What follows belongs to an exercise in optimizing a design on an open flow for small area, a short achievable clock period and few clock cycles per item; a production flow would make more cautious choices.
RTL that was checked went through simulation tests only; none was proved equivalent to the original.
The RTL of runs 1, 2, 6 and 7 was laid out without a check of its function.
Power figures rest on the tool's default switching activity, not on a simulated workload.

[flow/config.mk]
export PLATFORM = sky130hd
export DESIGN_NAME = mpadd32_shift
export DESIGN_NICKNAME = mpadd32_shift
export VERILOG_FILES = /design/flow/design.v
export SDC_FILE = /design/flow/constraint.sdc
export NUM_CORES = 4
export LEC_CHECK = 0
export CAP_MARGIN = 20
export CORE_MARGIN = 2
export CORE_UTILIZATION = 40
export CTS_CLUSTER_DIAMETER = 100
export CTS_CLUSTER_SIZE = 20
export SETUP_SLACK_MARGIN = 2.6
export SLEW_MARGIN = 20
[flow/constraint.sdc]
create_clock -name core_clock -period 5.0 [get_ports {CLK}]
set_input_delay 1.0000 -clock core_clock [delete_from_list [all_inputs] [get_ports {CLK}]]
set_output_delay 1.0000 -clock core_clock [all_outputs]
set_load 0.01 [all_outputs]
[flow/design.v]
`timescale 1ns/10ps
module mpadd32_shift (CLK, RST_N, s_out, a_in, b_in, write, start, ready);
	input CLK, RST_N;
	input [255:0] a_in, b_in;
	input write, start;
	output [256:0] s_out;
	output ready;
	localparam K  = 8;
	localparam LK = 3;   
	localparam NB = 256 / K;
	localparam L  = 5;   
	localparam LW = 1;   
	reg [255:0]  q;
	reg [NB-1:0] g;      
	reg [NB-1:0] p;      
	reg          cout;
	reg          ready;
	assign s_out = {cout, q};
	genvar j, i, l;
	wire [255:0]  ws;
	wire [NB-1:0] bg;
	wire [NB-1:0] bp;
	generate
		for (j = 0; j < NB; j = j + 1) begin : add
			wire [K-1:0] x = a_in[j*K +: K] ^ b_in[j*K +: K];
			wire [K-1:0] y = a_in[j*K +: K] & b_in[j*K +: K];
			wire [K-1:0] G [0:LK];
			wire [K-1:0] P [0:LK];
			assign G[0] = y;
			assign P[0] = x;
			for (l = 0; l < LK; l = l + 1) begin : lvl
				for (i = 0; i < K; i = i + 1) begin : node
					if ((i >> l) & 1) begin : comb
						assign G[l+1][i] = G[l][i] | P[l][i] & G[l][((i >> l) << l) - 1];
						assign P[l+1][i] = P[l][i] & P[l][((i >> l) << l) - 1];
					end else begin : pass
						assign G[l+1][i] = G[l][i];
						assign P[l+1][i] = P[l][i];
					end
				end
			end
			assign ws[j*K +: K] = x ^ {G[LK][K-2:0], 1'b0};
			assign bg[j] = G[LK][K-1];
			assign bp[j] = P[LK][K-1];
		end
	endgenerate
	wire [NB-1:0] pg [0:L];
	wire [NB-1:0] pp [0:L];
	assign pg[0] = bg;
	assign pp[0] = bp;
	generate
		for (l = 0; l < L; l = l + 1) begin : lvl
			wire [NB-1:0] gi, pi;
			if (l == LW) begin : inr
				assign gi = g;
				assign pi = p;
			end else begin : inw
				assign gi = pg[l];
				assign pi = pp[l];
			end
			for (i = 0; i < NB; i = i + 1) begin : node
				if (i >= (1 << l)) begin : comb
					assign pg[l+1][i] = gi[i] | (pi[i] & gi[i - (1 << l)]);
					assign pp[l+1][i] = pi[i] & pi[i - (1 << l)];
				end else begin : pass
					assign pg[l+1][i] = gi[i];
					assign pp[l+1][i] = pi[i];
				end
			end
		end
	endgenerate
	wire [NB:0] c = {pg[L], 1'b0};
	wire [255:0] t;
	generate
		for (j = 0; j < NB; j = j + 1) begin : inc
			for (i = 0; i < K; i = i + 1) begin : bit_
				if (j == 0) begin : first
					assign t[i] = 1'b0;
				end else if (i == 0) begin : lsb
					assign t[j*K] = c[j];
				end else begin : up
					assign t[j*K+i] = c[j] & (&q[j*K +: i]);
				end
			end
		end
	endgenerate
	always @(posedge CLK) begin
		q    <= write ? ws : q ^ t;
		g    <= write ? pg[LW] : {NB{1'b0}};
		p    <= pp[LW];
		cout <= write ? 1'b0 : cout | c[NB];
		if (~RST_N)
			ready <= 1'b0;
		else
			ready <= start;
	end
endmodule
[flow/flow/run.sh]
#!/bin/bash
# The standard layout, with the port buffers made from buf_1 cells
# instead of the default delay buffers.
set -euo pipefail
export BUFFER_PORTS_ARGS="-buffer_cell sky130_fd_sc_hd__buf_1"
bash standard.sh > standard.log 2>&1
[flow/standard.sh]
#!/bin/bash
# synth_recipe.tcl (not shown) runs the flow's synth.tcl, then flattens the netlist and writes it again
# the make line also repeats each setting of config.mk as NAME=value (left out here)
make -C /OpenROAD-flow-scripts/flow DESIGN_CONFIG=/design/flow/config.mk WORK_HOME=/design/flow/orfs CLKGATE_MAP_FILE= SYNTH_SCRIPT=/design/flow/synth_recipe.tcl "${@:-finish}"
==> out/qor.yml, run 1 <==
run_status:
  status: "no timing/DRC/antenna violations"
global_routing:
  grt_pass1_vias: 21530
  grt_pass1_wl_um: 128900
  track_usage: 0.2836
  gr-total-overflow: 0
  grt_antenna_before_repair: 14
  grtUsageMet1: 0.3327
  grt.busiest_layer: "met2"
  gr-usage-met3: 0.05274
  grt_max_degree: 206
  grtUsageMet2: 0.5190
worst_setup_path:
  crit_type: "input pin to flip-flop"
  crit_family: "compound AO/OA/AOI/OAI gates"
  critPathMostFrequentCell: "a21o_1"
  cp_slowest_stage_delay_ps: 340
  regToRegSetupSlack_ps: 2620
  start_kind: "input pin"
  endpoint_kind: "flip-flop"
  worstPathRequired_ps: 5440
  crit_chain: "buf_6, ha_4, fa_2, a21o_1, a21o_1, a21o_1, o31a_1, xnor2_1, o21ai_1, a311o_1"
  critPathArrivalTime_ps: 2910
  cp_slowest_cell: "fa_2"
  path_max_fanout: 2
  crit_buf_inv: 1
synthesis:
  yosysMostFrequentCell: "dfxtp_1"
  synth_top_area_frac: 0.2733
  ys_seq_elements: 320
  synth_area_leaders: "dfxtp_1, ha_1, fa_1"
  syn_area_per_cell_um2: 9.048
  synth_nets: 3424
  synthTopCellsByCount: "dfxtp_1, nand2_1, ha_1"
  synthFlopType: "dfxtp_1"
  synth_area_leader_cell: "dfxtp_1"
  ys_seq_area_frac: 0.2838
  synthCells: 2526
  synthArstFlopShare: 0
  synth_cell_types: 71
  synth_area_um2: 22850
  synth_edf_count: 8
  ys_warn_count: 1
sta:
  grt_setup_unrepaired: "true"
  min_period_ps: 2464
  worstMarginPinSlew_ps: 931.4
  hold_viol_final: 0
  timing.fmax_mhz: 405.9
  worst_slack_ps: 2536
  fin_crit_sh: 0.4927
  drv_slew: 0
  final.setup_skew_ps: 19.85
  setup_tns_ps: 0
  maxSlewHeadroom: 0.3791
  setup_viol: 0
cts:
  hold_buffers: 0
  cts_tree: "built"
  cts.clk_slew.worst_paths_ps: 90
  cts.sinks: 320
  clock_path_buffers: 3
  cts-root-buf: "clkbuf_16"
  clock_latency_ps: 550
  htree_levels: 1
  cts_buffers: 20
routing:
  first_pass_iters: 5
  route.detailed.drc: 0
  num_vias: 21330
  avgViaCountPerCell: 5.254
  ant_nets: 0
  routedWlPerCell_um: 21.49
  drt_wl_total_um: 87240
  first_iter_violations: 1062
die:
  die_x_um: 243.0
  num_rows: 87
  initial_utilization: 0.4053
  die_height_um: 243.0
  die-area_um2: 59060
  core_um2: 56390
  io_pins: 774
flow_run:
  cap_violations: 0
place:
  placed_cell_area_um2: 27280
  dp.final_hpwl_um: 74160
  io_buffers: 773
  gp_congestion: 0.9719
  post-place-ws_ps: 1952
pwr:
  peakVddDrop_mv: 0.1993
  post-layout-total-power_mw: 8.370
  powerDensity_nw_per_um2: 294.3
  leakage_nw: 11.62
layout:
  fill_cells: 5589
  areaGrowthSynthToFinish_pct: 24.43
  drive_above_1_share: 0.09729
  post-route-cell-area_um2: 28440
  final_nets: 4182
worst_hold_path:
  min_path_type: "flip-flop to flip-flop"
==> layout make-up <==
type,instances,area (um^2),share of cell area
multi-input combinational,1990,16570,0.5825
timing repair buffer,799,3262,0.1147
inverter,153,576.8,0.02028
sequential,320,6490,0.2282
clock buffer,24,536.8,0.01888
tap,756,945.9,0.03326
clock inverter,3,25.02,0.0008800
antenna,14,35.03,0.001232
==> layer usage <==
| metal | wire, um | up-vias |
|---|---|---|
| met4 | 3032 | 8 |
| met5 | 52 | - |
| met3 | 5144 | 116 |
| li1 | - | 10290 |
| met1 | 34710 | 10290 |
| met2 | 44300 | 626 |
==> report_power, final <==
| part | leakage (nW) | internal (mW) | switching (mW) |
|---|---|---|---|
| Clock | 0.271 | 0.768 | 0.957 |
| Sequential | 2.69 | 3.03 | 0.505 |
| Combinational | 8.65 | 1.30 | 1.81 |
| Total | 11.6 | 5.09 | 3.28 |
==> registers in the layout (all words and copies together) (netlist names) <==
name and count:
cout 1, p 30, g 32, ready 1
q 256
==> final timing paths <==
check / from / to / cells after the start
max: a_in[208] / q[215]$_DFF_P_ / 10
min: g[31]$_SDFF_PN0_ / cout$_SDFF_PP0_ / 2
max reg2reg: g[1]$_SDFF_PN0_ / q[240]$_DFF_P_ / 6
min reg2reg: g[31]$_SDFF_PN0_ / cout$_SDFF_PP0_ / 2
==> placed cells by master (no fill, tap or decap), types with 26 or more instances in the layout <==
| master | n |
|---|---|
| a21o_1 | 103 |
| a21oi_1 | 81 |
| a21oi_2 | 47 |
| and3_1 | 26 |
| buf_1 | 757 |
| dfxtp_1 | 309 |
| fa_1 | 33 |
| fa_2 | 63 |
| ha_1 | 254 |
| ha_4 | 32 |
| inv_1 | 149 |
| mux2_2 | 31 |
| nand2_1 | 294 |
| nand3_1 | 54 |
| nand4_1 | 94 |
| nor2_1 | 93 |
| o21ai_0 | 94 |
| o21ai_1 | 105 |
| xnor2_1 | 143 |
| xor2_1 | 187 |
==> stage by stage <==
| step | cells | hold WS, ps | utilization |
|---|---|---|---|
| 2_1_floorplan | 2526 | 417.3 | - |
| 3_3_place_gp | 3997 | 425.1 | 0.4838 |
| 3_5_place_dp | 3997 | 445.9 | 0.4838 |
| 4_1_cts | 4031 | 467.0 | 0.4963 |
| 5_1_grt | 4053 | 503.6 | 0.5041 |
| 6_report | 4059 | 472.9 | 0.5043 |
==> cell families (layout without fill, tap and decap cells) <==
kind of cell,after synthesis,count (layout),synth area share
adders and majority gates,382,382,0.2407
buffers and inverters,216,979,0.03580
DFF,320,320,0.2838
other,0,14,0
and+or+nand+nor,669,669,0.1391
AOI/OAI and AO/OA,562,562,0.1520
muxes,45,45,0.02141
xor gates and xnor gates,332,332,0.1272
==> worst reg2reg max path, stage by stage (launching register included) <==
cell	delay [ps]
dfxtp_1	370
a21oi_4	290
nor3_4	120
or3_4	450
a221o_2	480
ha_1	310
mux2_2	260
==> repair_timing <==
action / 4_1_cts / 5_1_grt
pin swaps: 9 / 63
endpoints found under the setup margin: 67 / 69
hold endpoints to repair: 0 / 0
buffers inserted: 7 / 14
resized for setup: 18 / 80
==> run 2: changes to the inputs <==
--- a/flow/config.mk
+++ b/flow/config.mk
@@ -10,5 +10,5 @@
 export CORE_UTILIZATION = 40
 export CTS_CLUSTER_DIAMETER = 100
 export CTS_CLUSTER_SIZE = 20
-export SETUP_SLACK_MARGIN = 2.6
+export SETUP_SLACK_MARGIN = 2.7
 export SLEW_MARGIN = 20
==> run 2 against run 1 <==
Effect of this change: core utilization up 1.4 points; combinational power is 3% higher; critical path depth is the same; worst hold slack got worse by 14 ps; global-route usage shrank 0.19 points; sequential power hardly changed; count of clock-buffer cells in the layout is 1 lower; setup slack improved by 21 ps; cell count rose by 0.99%; critical path type unchanged; largest cell class unchanged; largest power group unchanged.
==> out/qor.yml, run 2 <==
routing:
  route.detailed.drc: 0
  ant_nets: 0
  avgViaCountPerCell: 5.248
  first_pass_iters: 5
  routedWlPerCell_um: 21.34
  num_vias: 21510
  drt_wl_total_um: 87490
  first_iter_violations: 1007
cts:
  clock_path_buffers: 3
  cts_buffers: 21
  htree_levels: 1
  hold_buffers: 0
  cts_tree: "built"
  cts.sinks: 320
  cts-root-buf: "clkbuf_16"
  clock_latency_ps: 550
  cts.clk_slew.worst_paths_ps: 90
worst_setup_path:
  regToRegSetupSlack_ps: 2670
  path_max_fanout: 2
  r2r-start: "g[0]$_SDFF_PN0_"
  r2r_cells: 10
  cp-startpoint: "b_in[192]"
  cp-endpoint: "g[25]$_SDFF_PN0_"
  endpoint_kind: "flip-flop"
  start_kind: "input pin"
  crit_type: "input pin to flip-flop"
  reg2reg_to: "q[232]$_DFF_P_"
  critPathArrivalTime_ps: 2860
  worstPathRequired_ps: 5420
sta:
  worstMarginPinSlew_ps: 755.5
  timing.fmax_mhz: 409.4
  maxSlewHeadroom: 0.4963
  drv_slew: 0
  setup_tns_ps: 0
  fin_crit_sh: 0.4885
  worst_slack_ps: 2558
  min_period_ps: 2442
  whs_ps: 458.5
  hold_viol_final: 0
  setup_viol: 0
  grt_setup_unrepaired: "true"
  final.setup_skew_ps: 19.77
layout:
  largest_register_ffs: 256
  layout_common_cells: "buf_1, dfxtp_1, nand2_1"
  areaGrowthSynthToFinish_pct: 27.90
  final_common_cell: "buf_1"
  top_register: "q"
  largest_registers: "q: 256 flops, g: 32 flops, p: 30 flops"
  fin_util: 0.5184
  drive_above_1_share: 0.1320
  final_nets: 4226
synthesis:
  ys_seq_area_frac: 0.2838
  synth_cell_types: 71
  yosysMostFrequentCell: "dfxtp_1"
  synth_top_area_frac: 0.2733
  synth_edf_count: 8
  syn_area_per_cell_um2: 9.048
  synth_area_leader_cell: "dfxtp_1"
  ys_seq_elements: 320
  ys_warn_count: 1
  synth_area_um2: 22850
  synthCells: 2526
  synthTopCellsByCount: "dfxtp_1, nand2_1, ha_1"
  synthFlopType: "dfxtp_1"
  synth_area_leaders: "dfxtp_1, ha_1, fa_1"
  synth_nets: 3424
  synthArstFlopShare: 0
place:
  dp.final_hpwl_um: 74060
  gp_congestion: 1.002
  post-place-ws_ps: 1876
  io_buffers: 773
global_routing:
  grt_pass1_wl_um: 129200
  grt_antenna_before_repair: 14
  grt_pass1_vias: 21700
  gr-total-overflow: 0
  grt_max_degree: 170
  track_usage: 0.2818
pwr:
  leakage_nw: 12.09
  powerDensity_nw_per_um2: 292.7
  peakVddDrop_mv: 0.2191
  post-layout-total-power_mw: 8.556
die:
  num_rows: 87
  initial_utilization: 0.4053
  die_x_um: 243.0
  die-area_um2: 59060
  core_um2: 56390
  die_height_um: 243.0
  io_pins: 774
run_status:
  status: "no timing/DRC/antenna violations"
worst_hold_path:
  min_path_type: "flip-flop to flip-flop"
flow_run:
  cap_violations: 0
-- run 2: per-layer routing --
| layer | GRT usage | vias to the layer above | wire length (um) |
|---|---|---|---|
| li1 | - | 10390 | - |
| met1 | 0.3351 | 10330 | 35650 |
| met2 | 0.5039 | 626 | 43310 |
| met3 | 0.05462 | 157 | 4998 |
| met4 | 0.09816 | 10 | 3463 |
| met5 | 0 | - | 65 |
-- run 2: worst min-delay path by stage --
| stage | from | end | slack, ps | depth (start not counted) |
|---|---|---|---|---|
| finish | g[31]$_SDFF_PN0_ | cout$_SDFF_PP0_ | 460 | 2 |
| global route | g[31]$_SDFF_PN0_ | cout$_SDFF_PP0_ | 490 | 2 |
| CTS | g[31]$_SDFF_PN0_ | cout$_SDFF_PP0_ | 460 | 2 |
| detailed placement | g[31]$_SDFF_PN0_ | cout$_SDFF_PP0_ | 450 | 2 |
| global placement | g[31]$_SDFF_PN0_ | cout$_SDFF_PP0_ | 430 | 2 |
| floorplan | g[31]$_SDFF_PN0_ | cout$_SDFF_PP0_ | 420 | 2 |
-- run 2: cell type report --
class / instances / area (um^2)
tap: 756 / 945.9
antenna: 9 / 22.52
inverter: 153 / 579.3
multi-input combinational: 1990 / 16760
fill: 5555 / 27150
clock inverter: 6 / 81.33
clock buffer: 23 / 533.0
timing repair buffer: 842 / 3817
sequential: 320 / 6494
-- run 2: timing repair --
action / in CTS / in global routing
endpoints found under the setup margin: 132 / 151
pin swaps: 75 / 133
setup buffers: 29 / 35
resized for setup: 74 / 151
-- run 2: per-stage QoR --
stage / cell area (um^2) / std cells
global placement: 27290 / 3997
CTS: 28400 / 4055
finish: 29230 / 4099
floorplan: 23620 / 2526
global route: 29230 / 4098
detailed placement: 27290 / 3997
-- run 2: cells by family after synthesis --
logic type,synth area share
buffers and inverters,0.03580
multiplexers,0.02141
XOR/XNOR,0.1272
adder cells (fa/ha/maj),0.2407
AND/OR/NAND/NOR,0.1391
flip-flops,0.2838
AO/OA/AOI/OAI,0.1520
-- run 2: worst max-delay path, cell delays in order --
cell,delay (ps)
buf_6,100
ha_4,150
fa_2,340
a21o_1,170
a21o_1,180
a21o_1,190
o31a_1,340
a21oi_2,210
or3_1,150
a21oi_2,50
-- run 2: where the power goes --
part	switching [mW]	internal (mW)	total, mW
Sequential	0.518	3.03	3.55
Clock	0.973	0.829	1.80
Combinational	1.83	1.37	3.20
==> run 3: changes to the inputs <==
--- a/flow/design.v
+++ b/flow/design.v
@@ -9,7 +9,7 @@
 	localparam LK = 3;   
 	localparam NB = 256 / K;
 	localparam L  = 5;   
-	localparam LW = 1;   
+	localparam LW = 2;   
 	reg [255:0]  q;
 	reg [NB-1:0] g;      
 	reg [NB-1:0] p;      
--- a/flow/config.mk
+++ b/flow/config.mk
@@ -10,5 +10,5 @@
 export CORE_UTILIZATION = 40
 export CTS_CLUSTER_DIAMETER = 100
 export CTS_CLUSTER_SIZE = 20
-export SETUP_SLACK_MARGIN = 2.7
+export SETUP_SLACK_MARGIN = 2.6
 export SLEW_MARGIN = 20
==> run 3 against run 2 <==
Effect of this change: still clean; synthesized cell count about the same; total power grew 1.4%; setup slack got worse by 260 ps; first-iteration DRC count down 6.0%; sequential cell count fell by 2; sequential power decreased by 1%; critical endpoint is now g[3]$_SDFF_PN0_.
==> out/qor.yml, run 3 <==
synthesis:
  yosysMostFrequentCell: "dfxtp_1"
  synth_cell_types: 69
  synth_nets: 3425
  synthCells: 2527
  syn_area_per_cell_um2: 9.106
  ys_warn_count: 1
  synthArstFlopShare: 0
  synth_area_leaders: "dfxtp_1, ha_1, fa_1"
  synth_edf_count: 8
  synth_top_area_frac: 0.2697
  synthTopCellsByCount: "dfxtp_1, ha_1, nand2_1"
  ys_seq_area_frac: 0.2801
  ys_seq_elements: 318
  synth_area_um2: 23010
  synth_area_leader_cell: "dfxtp_1"
  synthFlopType: "dfxtp_1"
sta:
  drv_slew: 0
  maxSlewHeadroom: 0.3549
  fin_crit_sh: 0.5410
  min_period_ps: 2705
  whs_ps: 453.2
  worstMarginPinSlew_ps: 967.7
  setup_viol: 0
  setup_tns_ps: 0
  hold_viol_final: 0
  final.setup_skew_ps: 22.69
  grt_setup_unrepaired: "true"
  timing.fmax_mhz: 369.7
worst_hold_path:
  min_path_type: "flip-flop to flip-flop"
global_routing:
  grt_pass1_wl_um: 128500
  grtUsageMet2: 0.5064
  grtUsageMet1: 0.3219
  grt_max_degree: 208
  grt_pass1_vias: 22150
  grt.busiest_layer: "met2"
  track_usage: 0.2795
  grt_antenna_before_repair: 12
  gr-total-overflow: 0
  gr-usage-met3: 0.05144
worst_setup_path:
  critPathArrivalTime_ps: 3140
  cp-startpoint: "b_in[8]"
  critPathMostFrequentCell: "a21o_1"
  r2r-start: "g[0]$_SDFF_PN0_"
  crit_family: "compound AO/OA/AOI/OAI gates"
  cp_slowest_stage_delay_ps: 360
  cp.depth: 10
  reg2reg_to: "q[232]$_DFF_P_"
  cp_slowest_cell: "fa_2"
  r2r_cells: 7
  regToRegSetupSlack_ps: 2670
  worstPathRequired_ps: 5440
  crit_type: "input pin to flip-flop"
  path_max_fanout: 2
  crit_buf_inv: 1
  cp-endpoint: "g[3]$_SDFF_PN0_"
  crit_chain: "buf_8, ha_4, fa_2, a21o_1, a311o_1, or3_4, a31oi_4, o31ai_4, a21o_1, a22o_1"
  start_kind: "input pin"
  endpoint_kind: "flip-flop"
die:
  core_um2: 56600
  initial_utilization: 0.4065
  die_x_um: 243.9
  die_height_um: 243.9
  io_pins: 774
  num_rows: 87
  die-area_um2: 59470
pwr:
  leakage_nw: 11.74
  powerDensity_nw_per_um2: 294.9
  peakVddDrop_mv: 0.2111
place:
  io_buffers: 773
  gp_congestion: 0.9691
  dp.final_hpwl_um: 73760
routing:
  route.detailed.drc: 0
  first_iter_violations: 947
  avgViaCountPerCell: 5.300
  first_pass_iters: 5
  routedWlPerCell_um: 21.37
  drt_wl_total_um: 87680
  num_vias: 21740
  ant_nets: 0
cts:
  cts.clk_slew.worst_paths_ps: 80
  hold_buffers: 0
  cts_buffers: 22
  cts_tree: "built"
  clock_path_buffers: 3
  cts.sinks: 318
  cts-root-buf: "clkbuf_16"
  clock_latency_ps: 560
  htree_levels: 1
layout:
  top_register: "q"
  areaGrowthSynthToFinish_pct: 27.83
  largest_registers: "q: 256 flops, g: 32 flops, p: 28 flops"
  largest_register_ffs: 256
  final_common_cell: "buf_1"
  fill_cells: 5439
  final_nets: 4219
  drive_above_1_share: 0.1212
  layout_common_cells: "buf_1, dfxtp_1, nand2_1"
run_status:
  status: "no timing/DRC/antenna violations"
flow_run:
  cap_violations: 0
==> run 3: report_power, final <==
part	total, mW	switching (mW)	internal (mW)
clock network	1.94	1.03	0.912
logic	3.24	1.84	1.40
registers	3.50	0.485	3.01
total	8.67	3.35	5.33
==> run 3: layer usage <==
metal | vias up | share of wire
met5 | - | 0.00032
met1 | 10440 | 0.39
met2 | 650 | 0.51
li1 | 10480 | -
met3 | 170 | 0.057
met4 | 4 | 0.044
==> run 3: worst min path at each step <==
stage	from	end	slack, ps	depth (start not counted)
finish	g[31]$_SDFF_PN0_	cout$_SDFF_PP0_	450	2
global route	g[31]$_SDFF_PN0_	cout$_SDFF_PP0_	480	2
CTS	g[31]$_SDFF_PN0_	cout$_SDFF_PP0_	450	2
detailed placement	g[31]$_SDFF_PN0_	cout$_SDFF_PP0_	440	2
global placement	g[31]$_SDFF_PN0_	cout$_SDFF_PP0_	430	2
floorplan	g[31]$_SDFF_PN0_	cout$_SDFF_PP0_	420	2
==> run 3: worst reg2reg max path, cell delays in order (launching register included) <==
cell      delay [ps]
dfxtp_1          380
a21o_2           320
a31oi_4          270
a21boi_0         180
or2_2            350
a21o_1           190
ha_1             270
mux2_2           260
==> run 3: final cells by class <==
type                       instances  area, um^2  area share
inverter                         101       381.6     0.01297
timing repair buffer             842        3656      0.1243
sequential                       318        6446      0.2191
multi-input combinational       2036       17270      0.5870
clock inverter                    10       100.1    0.003403
antenna                           13       32.53    0.001106
tap                              756       945.9     0.03216
clock buffer                      26       586.8     0.01995
==> run 3: logic make-up (layout without fill, tap and decap cells) <==
kind of cell    count (synthesis)  after routing  synth area share
mux                            51             51           0.02398
compound gates                568            568            0.1545
other cells                     0             13                 0
buf+inv                       173            979           0.02980
flops                         318            318            0.2801
simple gates                  707            707            0.1478
fa+ha+maj                     382            382            0.2390
xor+xnor                      328            328            0.1248
==> run 3: what timing repair did <==
action | in CTS | in global routing
cloned | 0 | 0
pin swaps | 76 | 67
endpoints found under the setup margin | 69 | 61
resized for setup | 100 | 75
buffers inserted | 37 | 29
hold endpoints to repair | 0 | 0
==> run 3: metrics by stage <==
step | total power, mW | util | instances | worst slack (ps) | instance area (um^2)
finish | 8.674 | 0.5197 | 4102 | 2295 | 29420
detailed placement | 6.595 | 0.4850 | 3987 | 1421 | 27450
CTS | 8.652 | 0.5101 | 4060 | 2274 | 28870
floorplan | 5.288 | - | 2527 | 1948 | 23850
global route | 9.186 | 0.5195 | 4097 | 2271 | 29400
global placement | 6.516 | 0.4850 | 3987 | 1460 | 27450
Testbench counts of run 3, summed over its fixed seeds: cycles 1,032, items 512.
==> run 4: changes to the inputs <==
--- a/flow/design.v
+++ b/flow/design.v
@@ -30,9 +30,9 @@
 			assign P[0] = x;
 			for (l = 0; l < LK; l = l + 1) begin : lvl
 				for (i = 0; i < K; i = i + 1) begin : node
-					if ((i >> l) & 1) begin : comb
-						assign G[l+1][i] = G[l][i] | P[l][i] & G[l][((i >> l) << l) - 1];
-						assign P[l+1][i] = P[l][i] & P[l][((i >> l) << l) - 1];
+					if (i >= (1 << l)) begin : comb
+						assign G[l+1][i] = G[l][i] | P[l][i] & G[l][i - (1 << l)];
+						assign P[l+1][i] = P[l][i] & P[l][i - (1 << l)];
 					end else begin : pass
 						assign G[l+1][i] = G[l][i];
 						assign P[l+1][i] = P[l][i];
==> run 4 against run 3 <==
Effect of this change: still clean; global-route usage is 1.8 points lower; worst hold slack better by 11 ps; area after synthesis is 2.2% higher; sequential cell count stayed put; maximum frequency is 15% higher; cell count is 4.0% higher; sequential share of layout area is 0.71 points higher.
==> out/qor.yml, run 4 <==
cts:
  cts_setup_buffers: 0
  cts.clk_slew.worst_paths_ps: 90
  cts.sinks: 318
  hold_buffers: 0
  cts-root-buf: "clkbuf_16"
  cts_buffers: 22
  clock_path_buffers: 3
  cts_tree: "built"
  htree_levels: 1
  clock_latency_ps: 570
run_status:
  status: "no timing/DRC/antenna violations"
synthesis:
  synth_top_area_frac: 0.2639
  synthTopCellsByCount: "dfxtp_1, nand2_1, ha_1"
  synth_edf_count: 8
  synthArstFlopShare: 0
  synth_area_leaders: "dfxtp_1, ha_1, xor2_1"
  synth_cell_types: 72
  synth_area_um2: 23510
  ys_seq_elements: 318
  syn_area_per_cell_um2: 8.569
  synth_nets: 3579
  ys_seq_area_frac: 0.2742
  ys_warn_count: 1
  synth_area_leader_cell: "dfxtp_1"
  yosysMostFrequentCell: "dfxtp_1"
  synthCells: 2744
  synthFlopType: "dfxtp_1"
worst_setup_path:
  endpoint_kind: "output port"
  crit_chain: "buf_1"
  cp_slowest_cell: "dfxtp_1"
  cp_slowest_stage_delay_ps: 430
  crit_type: "flip-flop to output port"
  path_max_fanout: 6
  crit_buf_inv: 1
  worstPathRequired_ps: 4000
  start_kind: "flip-flop"
  critPathArrivalTime_ps: 1350
  crit_family: "flip-flops"
sta:
  setup_tns_ps: 0
  fin_crit_sh: 0.4705
  maxSlewHeadroom: 0.2996
  min_period_ps: 2352
  drv_slew: 0
  worstMarginPinSlew_ps: 1051
  worst_slack_ps: 2648
  timing.fmax_mhz: 425.1
  final.setup_skew_ps: 26.27
  grt_setup_unrepaired: "true"
  setup_viol: 0
  hold_viol_final: 0
global_routing:
  grt_pass1_vias: 21710
  track_usage: 0.2616
  grt_pass1_wl_um: 123900
  grtUsageMet2: 0.4774
  grtUsageMet1: 0.3064
  grt_max_degree: 158
  gr-usage-met3: 0.05534
  grt_antenna_before_repair: 10
  grt.busiest_layer: "met2"
  gr-total-overflow: 0
layout:
  largest_register_ffs: 256
  fill_cells: 5790
  regArea_um2: 6446
  final_nets: 4324
  final_common_cell: "buf_1"
  largest_registers: "q: 256 flops, g: 32 flops, p: 28 flops"
  multi_input_area_um2: 17180
  drive_above_1_share: 0.05862
  areaGrowthSynthToFinish_pct: 21.18
  layout_common_cells: "buf_1, dfxtp_1, nand2_1"
  top_register: "q"
  fin_util: 0.4920
die:
  initial_utilization: 0.4060
  io_pins: 774
  num_rows: 88
  die_height_um: 246.5
  die-area_um2: 60740
  die_x_um: 246.5
  core_um2: 57920
worst_hold_path:
  min_path_type: "flip-flop to flip-flop"
routing:
  num_vias: 22500
  first_pass_iters: 5
  routedWlPerCell_um: 19.49
  ant_nets: 0
  drt_wl_total_um: 83190
  first_iter_violations: 954
  avgViaCountPerCell: 5.271
  route.detailed.drc: 0
pwr:
  post-layout-total-power_mw: 8.703
  peakVddDrop_mv: 0.1999
  leakage_nw: 11.12
  powerDensity_nw_per_um2: 305.4
place:
  post-place-ws_ps: 1932
  gp_congestion: 0.9390
  io_buffers: 773
  dp.final_hpwl_um: 70030
flow_run:
  cap_violations: 0
run 4: cell count changes after synthesis, moves of 23 or more:
cell / change
nor4_1: -23
nand2_1: +27
xor2_1: +77
nand3_1: +23
nor3_1: +50
inv_1: -38
a21oi_1: +97
nor2_1: +49
mux2i_1: +26
o21ai_1: +88
fa_1: -64
and3_1: -24
o21ai_0: -81
run 4: layout make-up:
type	instances	area share
clock buffers	25	0.02082
flip-flops and latches	318	0.2262
repair buffers	779	0.1042
well taps	765	0.03359
clock inverters	7	0.002679
inverters	67	0.009002
multi-input cells	2301	0.6030
diodes	6	0.0005270
run 4: logic make-up after synthesis:
group                      count (synthesis)  synth area share
DFF                                      318            0.2742
and+or+nand+nor                          798            0.1587
adders and majority gates                319            0.1800
buffers and inverters                    125           0.02054
xor gates and xnor gates                 402            0.1497
muxes                                     75           0.03358
AOI/OAI and AO/OA                        707            0.1833
run 4: path summary, 6_finish.rpt:
path	from	slack [ps]	depth (start not counted)	to
worst max-delay path	q[248]$_DFF_P_	2650	1	s_out[248]
worst min-delay path	g[31]$_SDFF_PN0_	460	2	cout$_SDFF_PP0_
worst max register to register	g[10]$_SDFF_PN0_	2760	8	q[249]$_DFF_P_
worst min register to register	g[31]$_SDFF_PN0_	460	2	cout$_SDFF_PP0_
run 4: report_power, final:
group | switching [mW] | internal [mW] | total, mW
Combinational | 1.87 | 1.37 | 3.24
Clock | 1.03 | 0.873 | 1.90
Sequential | 0.516 | 3.04 | 3.56
Total | 3.42 | 5.28 | 8.70
run 4: worst min-delay path: cells and delay by family (launching register included):
family / cells / cell delay [ps]
flops: 1 / 320
simple gates: 1 / 70
compound gates: 1 / 40
run 4: routing by layer:
| layer | wire (um) | part of all wire |
|---|---|---|
| met5 | 76 | 0.00091 |
| met4 | 2264 | 0.027 |
| met3 | 4978 | 0.060 |
| met2 | 41820 | 0.50 |
| met1 | 34050 | 0.41 |
run 4: through the flow:
stage | std cells | hold WS [ps] | area [um^2]
final | 4268 | 464.4 | 28490
after global routing | 4267 | 516.9 | 28490
after CTS | 4262 | 469.2 | 28440
after detailed placement | 4230 | 454.0 | 27750
after global placement | 4230 | 440.0 | 27750
after floorplan | 2744 | 417.3 | 24060
run 4: repair_timing:
action | 4_1_cts | 5_1_grt
gates resized for setup | 3 | 11
pin swaps | 0 | 0
setup endpoints to repair | 4 | 17
Testbench counts of run 4, summed over its fixed seeds: cycles 1,032, items 512.
==> run 5: changes to the inputs <==
--- a/flow/config.mk
+++ b/flow/config.mk
@@ -10,5 +10,5 @@
 export CORE_UTILIZATION = 40
 export CTS_CLUSTER_DIAMETER = 100
 export CTS_CLUSTER_SIZE = 20
-export SETUP_SLACK_MARGIN = 2.6
+export SETUP_SLACK_MARGIN = 2.8
 export SLEW_MARGIN = 20
==> run 5 against run 4 <==
Effect of this change: area after synthesis did not move; critical path depth rose by 8; clock power fell by 3%; total power rose by 3.4%; sequential cell count did not move; non-clock buffer count rose by 34; cell count rose by 0.73%; critical endpoint is now g[3]$_SDFF_PN0_; largest power group unchanged.
==> out/qor.yml, run 5 <==
global_routing:
  grt_max_degree: 185
  gr-total-overflow: 0
  track_usage: 0.2686
  grt_pass1_wl_um: 125900
  grt_antenna_before_repair: 9
  grt_pass1_vias: 21580
worst_setup_path:
  start_kind: "input pin"
  path_max_fanout: 3
  critPathArrivalTime_ps: 2660
  endpoint_kind: "flip-flop"
  r2r-start: "g[3]$_SDFF_PN0_"
  worstPathRequired_ps: 5450
  crit_type: "input pin to flip-flop"
  cp-startpoint: "b_in[16]"
sta:
  setup_viol: 0
  final.setup_skew_ps: 33.02
  drv_slew: 0
  grt_setup_unrepaired: "true"
  min_period_ps: 2211
  setup_tns_ps: 0
  maxSlewHeadroom: 0.3733
  timing.fmax_mhz: 452.3
  worstMarginPinSlew_ps: 940.0
  worst_slack_ps: 2789
  hold_viol_final: 0
  fin_crit_sh: 0.4422
die:
  initial_utilization: 0.4060
  die_height_um: 246.5
  die_x_um: 246.5
  die-area_um2: 60740
  core_um2: 57920
  num_rows: 88
  io_pins: 774
synthesis:
  ys_seq_area_frac: 0.2742
  synth_cell_types: 72
  syn_area_per_cell_um2: 8.569
  synthCells: 2744
  synthArstFlopShare: 0
  synth_area_leader_cell: "dfxtp_1"
  synth_top_area_frac: 0.2639
  ys_seq_elements: 318
  synthFlopType: "dfxtp_1"
  synthTopCellsByCount: "dfxtp_1, nand2_1, ha_1"
  ys_warn_count: 1
  yosysMostFrequentCell: "dfxtp_1"
  synth_nets: 3579
  synth_edf_count: 8
  synth_area_leaders: "dfxtp_1, ha_1, xor2_1"
  synth_area_um2: 23510
worst_hold_path:
  min_path_type: "flip-flop to flip-flop"
  hold_path_startpoint: "p[31]$_DFF_P_"
pwr:
  leakage_nw: 11.83
  post-layout-total-power_mw: 8.998
  peakVddDrop_mv: 0.2217
  switching_power_mw: 3.526
  clkPwrFrac: 0.206
  pwr-share-seq: 0.398
  internal_power_mw: 5.472
  powerDensity_nw_per_um2: 296.7
  p_sw_frac: 0.3918
  power_frac_comb: 0.396
cts:
  cts.sinks: 318
  clock_path_buffers: 3
  clock_latency_ps: 580
  hold_buffers: 0
  cts-root-buf: "clkbuf_16"
  htree_levels: 1
  cts.clk_slew.worst_paths_ps: 90
  cts_tree: "built"
  cts_buffers: 21
flow_run:
  cap_violations: 0
routing:
  num_vias: 22630
  drt_wl_total_um: 86580
  first_iter_violations: 978
  route.detailed.drc: 0
  ant_nets: 0
  first_pass_iters: 5
  avgViaCountPerCell: 5.264
  routedWlPerCell_um: 20.14
layout:
  regArea_um2: 6518
  top_register: "q"
  largest_register_ffs: 256
  areaGrowthSynthToFinish_pct: 29.00
  layout_common_cells: "buf_1, nand2_1, dfxtp_1"
  fill_cells: 5629
  final_common_cell: "buf_1"
  multi_input_area_um2: 18450
  final_nets: 4357
  fin_util: 0.5237
  drive_above_1_share: 0.1660
  largest_registers: "q: 256 flops, g: 32 flops, p: 28 flops"
place:
  post-place-ws_ps: 2029
  dp.final_hpwl_um: 72370
  io_buffers: 773
  gp_congestion: 0.9604
run_status:
  status: "no timing/DRC/antenna violations"
-- run 5: cell counts after synthesis --
Identical to the previous run, type by type.
-- run 5: layer usage --
layer	global-route usage	up-vias	wire length, um
li1	-	11390	-
met1	0.3160	10470	34830
met2	0.4744	621	42560
met3	0.06449	145	5906
met4	0.09249	12	3210
met5	0	-	74
-- run 5: worst paths after layout --
kind	slack, ps	to	cells past startpoint
max	2790	g[3]$_SDFF_PN0_	9
min	490	cout$_SDFF_PP0_	2
max reg2reg	2890	q[192]$_DFF_P_	5
min reg2reg	490	cout$_SDFF_PP0_	2
-- run 5: timing repair --
| item | 4_1_cts | 5_1_grt |
|---|---|---|
| buffers inserted | 15 | 21 |
| gates resized for setup | 158 | 151 |
| pin swaps | 37 | 94 |
| endpoints found under the setup margin | 132 | 123 |
-- run 5: critical path, cell delays in order --
cell     delay, ps
buf_1          130
ha_4           190
fa_2           360
a21o_1         170
a21oi_2        170
nor2_1          60
o21a_1         220
a31o_1         200
a21o_1         150
-- run 5: through the flow --
step,instances,hold WS (ps),instance area [um^2]
final,4299,486.7,30330
after global routing,4299,532.4,30330
after CTS,4275,486.3,29740
after detailed placement,4228,465.2,28690
after global placement,4228,444.2,28690
after floorplan,2744,417.3,24990
-- run 5: power by group through the flow --
| stage | combinational [mW] | sequential (mW) | clock [mW] |
|---|---|---|---|
| 4_1_cts | 3.49 | 3.56 | 1.91 |
| 3_3_place_gp | 3.38 | 3.60 | 0 |
| 6_report | 3.56 | 3.58 | 1.85 |
| 2_1_floorplan | 1.94 | 3.72 | 0 |
| 3_5_place_dp | 3.38 | 3.61 | 0 |
| 5_1_grt | 3.91 | 3.65 | 1.99 |
-- run 5: cells by family (layout without fill, tap and decap cells) --
kind of cell / count (synthesis) / count (layout) / share of synthesized area
other: 0 / 3 / 0
multiplexers: 75 / 75 / 0.03358
XOR/XNOR: 402 / 402 / 0.1497
AND/OR/NAND/NOR: 798 / 798 / 0.1587
adder cells (fa/ha/maj): 319 / 319 / 0.1800
flip-flops: 318 / 318 / 0.2742
buffers and inverters: 125 / 912 / 0.02054
AO/OA/AOI/OAI: 707 / 707 / 0.1833
-- run 5: layout make-up --
class | count | area share
flip-flops and latches | 318 | 0.2149
multi-input cells | 2301 | 0.6082
clock buffers | 24 | 0.01770
diodes | 3 | 0.0002475
repair buffers | 813 | 0.1156
well taps | 765 | 0.03156
clock inverters | 8 | 0.003011
inverters | 67 | 0.008746
==> run 6: changes to the inputs <==
--- a/flow/design.v
+++ b/flow/design.v
@@ -9,7 +9,7 @@
 	localparam LK = 3;   
 	localparam NB = 256 / K;
 	localparam L  = 5;   
-	localparam LW = 2;   
+	localparam LW = 3;   
 	reg [255:0]  q;
 	reg [NB-1:0] g;      
 	reg [NB-1:0] p;      
--- a/flow/config.mk
+++ b/flow/config.mk
@@ -10,5 +10,5 @@
 export CORE_UTILIZATION = 40
 export CTS_CLUSTER_DIAMETER = 100
 export CTS_CLUSTER_SIZE = 20
-export SETUP_SLACK_MARGIN = 2.8
+export SETUP_SLACK_MARGIN = 2.7
 export SLEW_MARGIN = 20
==> run 6 against run 5 <==
Effect of this change: still clean on timing, DRC and antenna; maximum frequency fell by 4.2%; final area grew 3.4%; area after synthesis is 4.7% higher; clock power rose by 8%; combinational power is essentially flat; setup slack got worse by 97 ps; non-clock buffer count is 10 higher; via count is 4.8% higher; core utilization decreased by 0.60 points.
==> out/qor.yml, run 6 <==
run_status:
  status: "no timing/DRC/antenna violations"
layout:
  final_common_cell: "buf_1"
  drive_above_1_share: 0.1451
  largest_registers: "q: 256 flops, g: 32 flops, p: 24 flops"
  post-route-cell-area_um2: 31370
  top_register: "q"
  areaGrowthSynthToFinish_pct: 27.45
  fill_cells: 5941
  layout_common_cells: "buf_1, dfxtp_1, nand2_1"
  largest_register_ffs: 256
  final_nets: 4408
cts:
  cts-root-buf: "clkbuf_16"
  htree_levels: 1
  cts.sinks: 314
  clock_path_buffers: 3
  cts_tree: "built"
  cts_buffers: 23
  cts.clk_slew.worst_paths_ps: 90
  clock_latency_ps: 560
synthesis:
  synthArstFlopShare: 0
  synth_area_um2: 24610
  synthTopCellsByCount: "dfxtp_1, nand2_1, ha_1"
  syn_area_per_cell_um2: 8.840
  ys_seq_elements: 314
  yosysMostFrequentCell: "dfxtp_1"
  synth_nets: 3619
  synth_top_family_by_area: "compound AO/OA/AOI/OAI gates"
  ys_warn_count: 1
  ys_seq_area_frac: 0.2587
  synth_top_area_frac: 0.2489
  synth_area_leader_cell: "dfxtp_1"
  synthFlopType: "dfxtp_1"
  synth_area_leaders: "dfxtp_1, ha_1, xor2_1"
  synth-xor-area-share: 0.1306
  synthMuxAreaShare: 0.02354
  synthSimpleGateAreaFrac: 0.1777
  synthCells: 2784
  synth_edf_count: 8
  synth-adder-area-share: 0.1719
  synth_compound_area_frac: 0.2113
  synth_cell_types: 75
routing:
  route.detailed.drc: 0
  avgViaCountPerCell: 5.427
  drt_wl_total_um: 90620
  ant_nets: 0
  routedWlPerCell_um: 20.73
  first_pass_iters: 6
  first_iter_violations: 1273
  num_vias: 23730
worst_setup_path:
  endpoint_kind: "flip-flop"
  worstPathRequired_ps: 5470
  critPathArrivalTime_ps: 2780
  crit_type: "input pin to flip-flop"
  cp-endpoint: "g[30]$_SDFF_PN0_"
  reg2reg_to: "q[191]$_DFF_P_"
  start_kind: "input pin"
  cp-startpoint: "a_in[216]"
  r2r_cells: 7
  path_max_fanout: 2
  regToRegSetupSlack_ps: 2840
  r2r-start: "g[6]$_SDFF_PN0_"
place:
  gp_congestion: 0.9952
  placed_cell_area_um2: 29470
  dp.final_hpwl_um: 75170
  io_buffers: 773
global_routing:
  grt_pass1_wl_um: 132600
  grt_max_degree: 188
  track_usage: 0.2683
  gr-total-overflow: 0
  grt_antenna_before_repair: 13
  grt_pass1_vias: 23100
pwr:
  leakage_nw: 12.17
  powerDensity_nw_per_um2: 290.0
  peakVddDrop_mv: 0.2330
die:
  core_um2: 60580
  die_x_um: 252.0
  die_height_um: 252.0
  die-area_um2: 63530
  num_rows: 90
  io_pins: 774
  initial_utilization: 0.4062
worst_hold_path:
  min_path_type: "flip-flop to flip-flop"
sta:
  grt_setup_unrepaired: "true"
  maxSlewHeadroom: 0.3391
  drv_slew: 0
  final.setup_skew_ps: 20.73
  fin_crit_sh: 0.4616
  min_period_ps: 2308
  worstMarginPinSlew_ps: 991.3
  timing.fmax_mhz: 433.3
  setup_tns_ps: 0
  hold_viol_final: 0
  setup_viol: 0
flow_run:
  cap_violations: 0
==> run 6: changes by cell type after synthesis, sizes merged, moves of 21 or more <==
cell	before	now
a21o	73	111
a31o	2	24
buf	12	35
clkbuf	46	24
inv	66	95
mux2i	44	23
nand4	88	110
nor2	170	116
nor3	80	36
nor4	5	29
o21a	34	1
or3	1	40
xor2	231	187
==> run 6: cell families (layout without fill, tap and decap cells) <==
family                     Yosys count  after routing
AOI/OAI and AO/OA                  794            794
and+or+nand+nor                    781            781
xor gates and xnor gates           367            367
adders and majority gates          319            319
DFF                                314            314
buffers and inverters              155            954
muxes                               54             54
other                                0              7
==> run 6: final cells by class <==
type / count / area [um^2] / area share
Antenna cell: 7 / 17.52 / 0.0005585
Clock buffer: 24 / 579.3 / 0.01847
Clock inverter: 11 / 140.1 / 0.004468
Inverter: 96 / 365.4 / 0.01165
Multi-Input combinational cell: 2315 / 19530 / 0.6228
Sequential cell: 314 / 6369 / 0.2030
Tap cell: 782 / 978.4 / 0.03119
Timing Repair Buffer: 823 / 3383 / 0.1079
==> run 6: layer usage <==
layer | vias up | track usage | share of wire
li1 | 11790 | - | -
met1 | 11070 | 0.3131 | 0.40
met2 | 709 | 0.4870 | 0.50
met3 | 153 | 0.05210 | 0.062
met4 | 10 | 0.09332 | 0.037
met5 | - | 0 | 0.00060
==> run 6: per-stage QoR <==
| step | worst slack [ps] | total power [mW] | utilization | hold slack, ps | std cells |
|---|---|---|---|---|---|
| floorplan | 2432 | 5.639 | - | 417.3 | 2784 |
| global placement | 1833 | 6.946 | 0.4865 | 439.5 | 4285 |
| detailed placement | 1846 | 6.963 | 0.4865 | 450.6 | 4285 |
| CTS | 2691 | 9.043 | 0.5056 | 471.0 | 4342 |
| global route | 2657 | 9.643 | 0.5177 | 503.4 | 4372 |
| finish | 2692 | 9.097 | 0.5177 | 470.9 | 4372 |
==> run 6: timing repair <==
action                                  CTS  global route
pin swaps                                34            72
endpoints found under the setup margin   47            49
setup buffers                            22            23
hold buffers                              0             0
resized for setup                        55           104
gates cloned                              0             0
==> run 6: power by group <==
part	internal [mW]	total (mW)	leakage (nW)	switching, mW
clock	0.926	1.99	0.350	1.07
sequential	2.99	3.51	2.64	0.521
combinational	1.54	3.59	9.18	2.05
total	5.46	9.10	12.2	3.64
==> run 6: worst min-delay path by stage <==
stage,from,slack (ps),cells past startpoint,to
after floorplan,g[31]$_SDFF_PN0_,420,2,cout$_SDFF_PP0_
after global placement,g[31]$_SDFF_PN0_,440,2,cout$_SDFF_PP0_
after detailed placement,g[31]$_SDFF_PN0_,450,2,cout$_SDFF_PP0_
after CTS,g[31]$_SDFF_PN0_,470,2,cout$_SDFF_PP0_
after global routing,g[31]$_SDFF_PN0_,500,2,cout$_SDFF_PP0_
final,g[31]$_SDFF_PN0_,470,2,cout$_SDFF_PP0_
==> run 6: critical path, stage by stage <==
cell	delay (ps)
buf_1	200
ha_4	200
fa_2	220
a21o_1	130
a21oi_2	60
o211a_1	280
o31ai_1	410
nand4_1	160
o311ai_1	110
==> run 7: changes to the inputs <==
--- a/flow/design.v
+++ b/flow/design.v
@@ -9,7 +9,7 @@
 	localparam LK = 3;   
 	localparam NB = 256 / K;
 	localparam L  = 5;   
-	localparam LW = 3;   
+	localparam LW = 0;   
 	reg [255:0]  q;
 	reg [NB-1:0] g;      
 	reg [NB-1:0] p;      
==> run 7 against run 6 <==
Effect of this change: core utilization is 1.3 points higher; clock skew is 2.9 ps higher; setup slack worse by 170 ps; area after synthesis is 3.9% lower; via count is 5.8% lower; critical path type is now flip-flop to flip-flop; highest routed layer unchanged.
==> out/qor.yml, run 7 <==
run_status:
  status: "no timing/DRC/antenna violations"
die:
  core_um2: 58690
  io_pins: 774
  die-area_um2: 61100
  die_height_um: 247.2
  initial_utilization: 0.4031
  num_rows: 89
  die_x_um: 247.2
global_routing:
  track_usage: 0.2572
  grt_pass1_wl_um: 122200
  gr-total-overflow: 0
  grt_pass1_vias: 21500
  grt_antenna_before_repair: 12
  grt_max_degree: 80
sta:
  fin_crit_sh: 0.4961
  hold_viol_final: 0
  setup_viol: 0
  final.setup_skew_ps: 23.67
  setup_tns_ps: 0
  maxSlewHeadroom: 0.4739
  grt_setup_unrepaired: "true"
  min_period_ps: 2480
  drv_slew: 0
  timing.fmax_mhz: 403.1
  worstMarginPinSlew_ps: 789.1
cts:
  cts.sinks: 321
  cts_tree: "built"
  htree_levels: 1
  hold_buffers: 0
  cts.clk_slew.worst_paths_ps: 90
  clock_latency_ps: 550
  cts-root-buf: "clkbuf_16"
  cts_buffers: 21
  clock_path_buffers: 3
layout:
  final_common_cell: "buf_1"
  drive_above_1_share: 0.1568
  top_register: "q"
  layout_common_cells: "buf_1, dfxtp_1, nand2_1"
  largest_register_ffs: 256
  final_cells: 4391
  largest_registers: "q: 256 flops, g: 32 flops, p: 31 flops"
  final_nets: 4435
  areaGrowthSynthToFinish_pct: 31.72
synthesis:
  syn_area_per_cell_um2: 8.533
  yosysMostFrequentCell: "dfxtp_1"
  synthTopCellsByCount: "dfxtp_1, ha_1, a21oi_1"
  synth_edf_count: 8
  synth_nets: 3607
  ys_seq_area_frac: 0.2751
  synth_area_um2: 23650
  synth_area_leaders: "dfxtp_1, ha_1, xnor2_1"
  ys_seq_elements: 321
  synth_area_leader_cell: "dfxtp_1"
  synth_cell_types: 71
  synth_top_area_frac: 0.2649
  synthArstFlopShare: 0
  synthCells: 2772
  synthFlopType: "dfxtp_1"
  ys_warn_count: 1
routing:
  num_vias: 22360
  drt_wl_total_um: 83310
  route.detailed.drc: 0
  routedWlPerCell_um: 18.97
  avgViaCountPerCell: 5.093
  first_iter_violations: 870
  first_pass_iters: 5
  ant_nets: 0
pwr:
  leakage_nw: 12.64
  post-layout-total-power_mw: 8.838
  pwr-share-seq: 0.406
  peakVddDrop_mv: 0.1937
  power_frac_comb: 0.384
  clkPwrFrac: 0.210
  internal_power_mw: 5.396
  switching_power_mw: 3.442
  powerDensity_nw_per_um2: 283.7
  p_sw_frac: 0.3894
worst_setup_path:
  worstPathRequired_ps: 5440
  endpoint_kind: "flip-flop"
  start_kind: "flip-flop"
  crit_buf_inv: 0
  cp_slowest_cell: "dfxtp_4"
  crit_chain: "nand3_4, a211o_4, a2111oi_4, o2111a_2, o21ai_4, nand2_2, a21o_1, ha_1, mux2_2"
  crit_family: "compound AO/OA/AOI/OAI gates"
  critPathArrivalTime_ps: 2920
  crit_type: "flip-flop to flip-flop"
  path_max_fanout: 4
  cp_slowest_stage_delay_ps: 390
  regToRegSetupSlack_ps: 2520
place:
  dp.final_hpwl_um: 69850
  dpl.cell_count: 4278
  gp_congestion: 0.9567
  io_buffers: 773
flow_run:
  cap_violations: 0
worst_hold_path:
  min_path_type: "flip-flop to flip-flop"
-- run 7: changes by cell type after synthesis, moves of 26 or more --
cell | before | now
o21ai_1 | 49 | 11
or3_1 | 40 | 2
inv_1 | 82 | 225
a21oi_2 | 32 | 1
a21oi_1 | 168 | 286
buf_2 | 26 | 0
o21bai_1 | 47 | 73
a21boi_0 | 0 | 28
-- run 7: per-layer routing --
metal  vias to the layer above  track usage  wire length (um)
met5                         -            0                93
met4                        12      0.07150              2338
met1                     10420       0.2956             33200
li1                      11280            -                 -
met2                       544       0.4713             41800
met3                       106      0.06165              5872
-- run 7: power by group through the flow --
stage / logic, mW / clock network [mW] / registers (mW)
floorplan: 1.89 / 0 / 3.73
global placement: 3.24 / 0 / 3.61
detailed placement: 3.24 / 0 / 3.62
CTS: 3.35 / 1.92 / 3.56
global route: 3.75 / 2.00 / 3.66
finish: 3.40 / 1.85 / 3.59
-- run 7: through the flow --
stage,instance area (um^2),setup WS [ps],hold slack (ps),utilization
final,31160,2520,497.1,0.5309
after global routing,31140,2375,563.6,0.5307
after CTS,30500,2486,504.2,0.5198
after detailed placement,28910,1768,487.6,0.4926
after global placement,28910,1758,499.2,0.4926
after floorplan,25140,2530,461.2,-
-- run 7: path summary, 6_finish.rpt --
kind / start / endpoint / depth (start not counted)
worst min-delay path: g[31]$_SDFF_PN0_ / cout$_SDFF_PP0_ / 2
worst max register to register: g[0]$_SDFF_PN0_ / q[248]$_DFF_P_ / 9
worst max-delay path: g[0]$_SDFF_PN0_ / q[248]$_DFF_P_ / 9
worst min register to register: g[31]$_SDFF_PN0_ / cout$_SDFF_PP0_ / 2
-- run 7: final cells by class --
class / count / area (um^2)
fillers: 5655 / 27530
multi-input cells: 2170 / 18430
flip-flops and latches: 321 / 6559
repair buffers: 861 / 3706
well taps: 773 / 967.2
inverters: 225 / 844.6
clock buffers: 27 / 558.0
clock inverters: 5 / 66.31
diodes: 9 / 22.52
-- run 7: what timing repair did --
item                                   in CTS  in global routing
buffers inserted                           45                 27
endpoints found under the hold margin       0                  0
pin swaps                                  73                 61
setup endpoints to repair                 166                151
resized for setup                         150                120
-- run 7: worst min-delay path, cell delays in order, from the launching register on --
cell and delay, ps:
dfxtp_1 320, nor2_1 40, o2bb2ai_1 110
-- run 7: cells by family (layout without fill, tap and decap cells) --
family | count (synthesis) | after routing | synth area share
compound gates | 743 | 743 | 0.1911
xor+xnor | 403 | 403 | 0.1492
mux | 65 | 65 | 0.02915
simple gates | 640 | 640 | 0.1311
fa+ha+maj | 319 | 319 | 0.1789
other cells | 0 | 9 | 0
flops | 321 | 321 | 0.2751
buf+inv | 281 | 1118 | 0.04554
==> run 8: changes to the inputs <==
--- a/flow/design.v
+++ b/flow/design.v
@@ -9,7 +9,7 @@
 	localparam LK = 3;   
 	localparam NB = 256 / K;
 	localparam L  = 5;   
-	localparam LW = 0;   
+	localparam LW = 2;   
 	reg [255:0]  q;
 	reg [NB-1:0] g;      
 	reg [NB-1:0] p;      
==> run 8 against run 7 <==
Effect of this change: via count up 0.38%; still clean; non-clock buffer count down 75; core utilization down 3.0 points; worst hold slack worse by 14 ps; routed wire length up 0.34%; critical path type is now input pin to flip-flop; critical path depth unchanged; sequential cell count down 3; area after synthesis down 0.60%; clock power about the same; final area down 6.9%.
==> out/qor.yml, run 8 <==
place:
  dpl.cell_count: 4230
  gp_congestion: 0.9226
  io_buffers: 773
  dp.final_hpwl_um: 70680
global_routing:
  grt_antenna_before_repair: 2
  track_usage: 0.2618
  grt_pass1_vias: 21590
  grt_max_degree: 140
  grt_pass1_wl_um: 123900
  gr-total-overflow: 0
worst_setup_path:
  worstPathRequired_ps: 5440
  cp.depth: 9
  crit_family: "compound AO/OA/AOI/OAI gates"
  reg2reg_to: "q[248]$_DFF_P_"
  cp_slowest_cell: "fa_2"
  endpoint_kind: "flip-flop"
  cp_slowest_stage_delay_ps: 370
  r2r_cells: 6
  start_kind: "input pin"
  critPathMostFrequentCell: "a21o_1"
  crit_type: "input pin to flip-flop"
  path_max_fanout: 2
  critPathArrivalTime_ps: 2720
  crit_buf_inv: 1
  regToRegSetupSlack_ps: 2820
  crit_chain: "buf_1, ha_4, fa_2, a21o_1, a21oi_2, o211a_1, o31ai_2, a31o_1, a21o_1"
  r2r-start: "g[2]$_SDFF_PN0_"
routing:
  ant_nets: 0
  route.detailed.drc: 0
  routedWlPerCell_um: 19.58
  avgViaCountPerCell: 5.259
  drt_wl_total_um: 83590
  first_pass_iters: 4
  first_iter_violations: 797
  num_vias: 22450
flow_run:
  cap_violations: 0
synthesis:
  synthArstFlopShare: 0
  synth_top_area_frac: 0.2639
  synth_edf_count: 8
  synthFlopType: "dfxtp_1"
  yosysMostFrequentCell: "dfxtp_1"
  ys_warn_count: 1
  ys_seq_elements: 318
  synth_area_leaders: "dfxtp_1, ha_1, xor2_1"
  ys_seq_area_frac: 0.2742
  synth_area_um2: 23510
  synthCells: 2744
  synth_nets: 3579
  synth_area_leader_cell: "dfxtp_1"
  syn_area_per_cell_um2: 8.569
  synthTopCellsByCount: "dfxtp_1, nand2_1, ha_1"
  synth_cell_types: 72
worst_hold_path:
  whs_path_depth: 2
  min_path_type: "flip-flop to flip-flop"
  hold_path_startpoint: "g[31]$_SDFF_PN0_"
  min_to: "cout$_SDFF_PP0_"
layout:
  layout_common_cells: "buf_1, dfxtp_1, nand2_1"
  fill_cells: 5779
  final_nets: 4330
  final_cells: 4268
  regArea_um2: 6446
  final_common_cell: "buf_1"
  areaGrowthSynthToFinish_pct: 23.41
  drive_above_1_share: 0.07767
  fin_util: 0.5010
  largest_registers: "q: 256 flops, g: 32 flops, p: 28 flops"
  multi_input_area_um2: 17670
  largest_register_ffs: 256
  top_register: "q"
cts:
  cts.clk_slew.worst_paths_ps: 90
  cts_tree: "built"
  clock_latency_ps: 560
  cts.sinks: 318
  hold_buffers: 0
  htree_levels: 1
  cts-root-buf: "clkbuf_16"
  cts_buffers: 21
  clock_path_buffers: 3
sta:
  hold_viol_final: 0
  fin_crit_sh: 0.4549
  worstMarginPinSlew_ps: 737.2
  min_period_ps: 2275
  maxSlewHeadroom: 0.5047
  final.setup_skew_ps: 16.57
  timing.fmax_mhz: 439.6
  setup_viol: 0
  setup_tns_ps: 0
  grt_setup_unrepaired: "false"
  drv_slew: 0
pwr:
  powerDensity_nw_per_um2: 301.8
  clkPwrFrac: 0.211
  internal_power_mw: 5.315
  switching_power_mw: 3.443
  post-layout-total-power_mw: 8.758
  pwr-share-seq: 0.406
  p_sw_frac: 0.3931
  power_frac_comb: 0.383
  peakVddDrop_mv: 0.1849
  leakage_nw: 11.21
die:
  io_pins: 774
  die-area_um2: 60740
  die_height_um: 246.5
  core_um2: 57920
  initial_utilization: 0.4060
  num_rows: 88
  die_x_um: 246.5
run_status:
  status: "no timing/DRC/antenna violations"
-- run 8: cell types whose count changed after synthesis, moves of 22 or more --
cell / previous run / this run
a21boi_0: 28 / 3
a21oi_1: 286 / 205
inv_1: 225 / 62
nand3_1: 58 / 80
nor2_1: 98 / 170
nor2b_1: 40 / 14
nor3_1: 11 / 80
o21a_1: 12 / 34
o21ai_0: 189 / 146
o21ai_1: 11 / 94
o21bai_1: 73 / 48
xnor2_1: 204 / 171
xor2_1: 199 / 231
-- run 8: how the worst max path moves through the flow --
stage,from,to,slack (ps)
after floorplan,a_in[8],g[3]$_SDFF_PN0_,2470
final,a_in[8],g[3]$_SDFF_PN0_,2730
after detailed placement,a_in[96],g[15]$_SDFF_PN0_,2010
after CTS,g[2]$_SDFF_PN0_,q[216]$_DFF_P_,2670
after global placement,a_in[100],g[15]$_SDFF_PN0_,1960
after global routing,a_in[32],g[7]$_SDFF_PN0_,2700
-- run 8: kinds of logic (layout without fill, tap and decap cells) --
logic type / Yosys count / in the layout / share of synthesized area
compound gates: 707 / 707 / 0.1833
xor+xnor: 402 / 402 / 0.1497
fa+ha+maj: 319 / 319 / 0.1800
buf+inv: 125 / 883 / 0.02054
flops: 318 / 318 / 0.2742
mux: 75 / 75 / 0.03358
other cells: 0 / 1 / 0
simple gates: 798 / 798 / 0.1587
-- run 8: stage by stage --
stage / hold WS, ps / instance area [um^2] / setup WS (ps)
5_1_grt: 487.4 / 29020 / 2698
3_5_place_dp: 439.4 / 28140 / 2007
3_3_place_gp: 446.5 / 28140 / 1964
2_1_floorplan: 417.3 / 24420 / 2474
4_1_cts: 475.5 / 28840 / 2668
6_report: 483.1 / 29020 / 2725
-- run 8: final cells by class --
cell class	count	area share
Sequential cell	318	0.2221
Multi-Input combinational cell	2301	0.6090
Timing Repair Buffer	786	0.1054
Clock inverter	6	0.002587
Clock buffer	24	0.01884
Tap cell	765	0.03299
Antenna cell	1	0.00008624
Inverter	67	0.008925
-- run 8: power groups by stage --
stage | Combinational, mW | Sequential, mW | Clock, mW
2_1_floorplan | 1.90 | 3.72 | 0
3_5_place_dp | 3.32 | 3.61 | 0
5_1_grt | 3.71 | 3.63 | 1.99
4_1_cts | 3.35 | 3.55 | 1.92
3_3_place_gp | 3.31 | 3.60 | 0
6_report | 3.35 | 3.56 | 1.85
-- run 8: worst register-to-register path: cells and delay by family (launching register included) --
| kind | cells | cell delay [ps] |
|---|---|---|
| AO/OA/AOI/OAI | 3 | 1020 |
| adder cells (fa/ha/maj) | 1 | 280 |
| buffers and inverters | 1 | 110 |
| flip-flops | 1 | 430 |
| multiplexers | 1 | 250 |
-- run 8: what timing repair did --
action                     CTS  global route
pin swaps                    0            22
gates resized for setup     20            26
buffers inserted             0             7
gates cloned                 0             0
setup endpoints to repair   26            47
-- run 8: metal layers --
layer  part of all wire  wire [um]  track usage
met1               0.41      34500       0.3127
met2               0.50      41440       0.4718
met3              0.062       5192      0.05305
met4              0.029       2443      0.07300
met5            0.00013         11            0
Testbench counts of run 8, summed over its fixed seeds: cycles 1,032, items 512.
==> run 9: changes to the inputs <==
--- a/flow/design.v
+++ b/flow/design.v
@@ -9,7 +9,7 @@
 	localparam LK = 3;   
 	localparam NB = 256 / K;
 	localparam L  = 5;   
-	localparam LW = 2;   
+	localparam LW = 1;   
 	reg [255:0]  q;
 	reg [NB-1:0] g;      
 	reg [NB-1:0] p;      
--- a/flow/config.mk
+++ b/flow/config.mk
@@ -10,5 +10,5 @@
 export CORE_UTILIZATION = 40
 export CTS_CLUSTER_DIAMETER = 100
 export CTS_CLUSTER_SIZE = 20
-export SETUP_SLACK_MARGIN = 2.7
+export SETUP_SLACK_MARGIN = 2.75
 export SLEW_MARGIN = 20
==> run 9 against run 8 <==
Effect of this change: still clean; setup slack gained 55 ps; register-to-register slack lost 40 ps; sequential power shrank 1%; cell count grew 0.63%; routed wire length grew 1.6%; sequential cell count grew 2; via count grew 0.56%; count of clock-buffer cells in the layout shrank 1; highest routed layer unchanged.
==> out/qor.yml, run 9 <==
global_routing:
  grtUsageMet2: 0.4709
  grt.busiest_layer: "met2"
  grt_pass1_vias: 21670
  grtUsageMet1: 0.3210
  grt_antenna_before_repair: 12
  grt_max_degree: 172
  grt_pass1_wl_um: 124700
  gr-total-overflow: 0
  track_usage: 0.2657
  gr-usage-met3: 0.05686
layout:
  drive_above_1_share: 0.1272
  top_register: "q"
  final_common_cell: "buf_1"
  areaGrowthSynthToFinish_pct: 27.37
  layout_common_cells: "buf_1, nand2_1, dfxtp_1"
  largest_registers: "q: 256 flops, g: 32 flops, p: 30 flops"
  largest_register_ffs: 256
  final_nets: 4351
routing:
  first_iter_violations: 908
  route.detailed.drc: 0
  ant_nets: 0
  drt_wl_total_um: 84950
  num_vias: 22570
  routedWlPerCell_um: 19.78
  first_pass_iters: 5
  avgViaCountPerCell: 5.255
worst_setup_path:
  cp_slowest_cell: "dfxtp_1"
  cp_slowest_stage_delay_ps: 400
  path_max_fanout: 3
  start_kind: "flip-flop"
  crit_chain: "buf_1"
  worstPathRequired_ps: 4000
  crit_type: "flip-flop to output port"
  critPathArrivalTime_ps: 1220
  endpoint_kind: "output port"
  crit_family: "flip-flops"
  crit_buf_inv: 1
sta:
  setup_viol: 0
  worstMarginPinSlew_ps: 676.1
  whs_ps: 454.3
  timing.fmax_mhz: 450.5
  maxSlewHeadroom: 0.5492
  min_period_ps: 2220
  fin_crit_sh: 0.4440
  grt_setup_unrepaired: "true"
  hold_viol_final: 0
  setup_tns_ps: 0
  drv_slew: 0
  final.setup_skew_ps: 22.10
synthesis:
  ys_seq_area_frac: 0.2775
  synthMuxAreaShare: 0.02607
  synth-adder-area-share: 0.1810
  synthSimpleGateAreaFrac: 0.1652
  synth_top_area_frac: 0.2672
  synth-xor-area-share: 0.1450
  synth_area_leaders: "dfxtp_1, ha_1, xnor2_1"
  synth_cell_types: 65
  synthArstFlopShare: 0
  synthFlopType: "dfxtp_1"
  synth_area_leader_cell: "dfxtp_1"
  syn_area_per_cell_um2: 8.506
  ys_seq_elements: 320
  synth_area_um2: 23370
  synth_edf_count: 8
  synth_top_family_by_area: "compound AO/OA/AOI/OAI gates"
  synth_nets: 3583
  synthTopCellsByCount: "nand2_1, dfxtp_1, ha_1"
  synthCells: 2748
  ys_warn_count: 1
  synth_compound_area_frac: 0.1824
  yosysMostFrequentCell: "nand2_1"
flow_run:
  cap_violations: 0
die:
  initial_utilization: 0.4051
  die_height_um: 245.7
  die_x_um: 245.7
  num_rows: 88
  io_pins: 774
  core_um2: 57700
  die-area_um2: 60390
cts:
  cts.sinks: 320
  cts.clk_slew.worst_paths_ps: 90
  clock_path_buffers: 3
  cts-root-buf: "clkbuf_16"
  cts_tree: "built"
  cts_buffers: 21
  hold_buffers: 0
  clock_latency_ps: 550
  htree_levels: 1
pwr:
  powerDensity_nw_per_um2: 292.4
  peakVddDrop_mv: 0.1990
  leakage_nw: 11.44
place:
  gp_congestion: 0.9229
  io_buffers: 773
  dp.final_hpwl_um: 71330
worst_hold_path:
  min_path_type: "flip-flop to flip-flop"
run_status:
  status: "no timing/DRC/antenna violations"
[run 9: changes by cell type after synthesis, sizes merged, moves of 19 or more]
| cell | previous run | this run |
|---|---|---|
| or2 | 5 | 39 |
| nand3 | 81 | 52 |
| xor2 | 231 | 154 |
| nor3 | 80 | 37 |
| a21o | 73 | 92 |
| nor2b | 14 | 39 |
| nand2 | 290 | 314 |
| o21ai | 240 | 259 |
| xnor2 | 171 | 233 |
[run 9: per-layer routing]
metal	share of wire	up-vias
li1	-	11280
met1	0.41	10550
met4	0.033	6
met2	0.49	607
met5	0.00045	-
met3	0.065	124
[run 9: path summary, 6_finish.rpt]
path,start,endpoint,slack [ps],cells after the start
hold / removal,g[31]$_SDFF_PN0_,cout$_SDFF_PP0_,450,2
setup / recovery,q[249]$_DFF_P_,s_out[249],2780,1
hold reg to reg,g[31]$_SDFF_PN0_,cout$_SDFF_PP0_,450,2
setup reg to reg,g[0]$_SDFF_PN0_,q[239]$_DFF_P_,2780,7
[run 9: metrics by stage]
step	cells	utilization	area, um^2	total power [mW]	worst slack, ps
after floorplan	2748	-	24700	5.520	2497
after global placement	4232	0.4921	28390	6.769	2098
after detailed placement	4232	0.4921	28390	6.783	2111
after CTS	4274	0.5092	29380	8.721	2703
after global routing	4291	0.5159	29760	9.264	2680
final	4295	0.5160	29770	8.705	2780
[run 9: repair_timing]
| action | in CTS | in global routing |
|---|---|---|
| setup endpoints to repair | 142 | 103 |
| setup buffers | 12 | 13 |
| gates resized for setup | 77 | 82 |
| cloned | 0 | 1 |
| pin swaps | 8 | 24 |
[run 9: area by class of cell]
type	instances	area [um^2]
inverter	79	304.0
sequential	320	6521
fill	5684	27920
timing repair buffer	805	3272
tap	765	957.2
clock inverter	7	100.1
clock buffer	23	533.0
multi-input combinational	2289	18070
antenna	7	17.52
[run 9: kinds of logic (layout without fill, tap and decap cells)]
kind of cell	Yosys count	count (layout)
AOI/OAI and AO/OA	710	710
xor gates and xnor gates	387	387
adders and majority gates	319	319
buffers and inverters	139	914
DFF	320	320
muxes	57	57
other	0	7
and+or+nand+nor	816	816
[run 9: report_power, final]
part	leakage (nW)	internal, mW	total [mW]	switching, mW
clock	0.311	0.881	1.88	0.994
sequential	2.70	3.04	3.52	0.480
combinational	8.44	1.42	3.31	1.88
total	11.4	5.35	8.71	3.36
Testbench counts of run 9, summed over its fixed seeds: cycles 1,032, items 512.

Re-timed with assumed drivers on the ports (clkbuf_16 on the clock, buf_2 on other inputs), run 9 has 2.717 ns of setup slack against 2.780 ns with ideal ports, and 2.189 ns once port delays also move by the mid clock arrival of 0.600 ns.
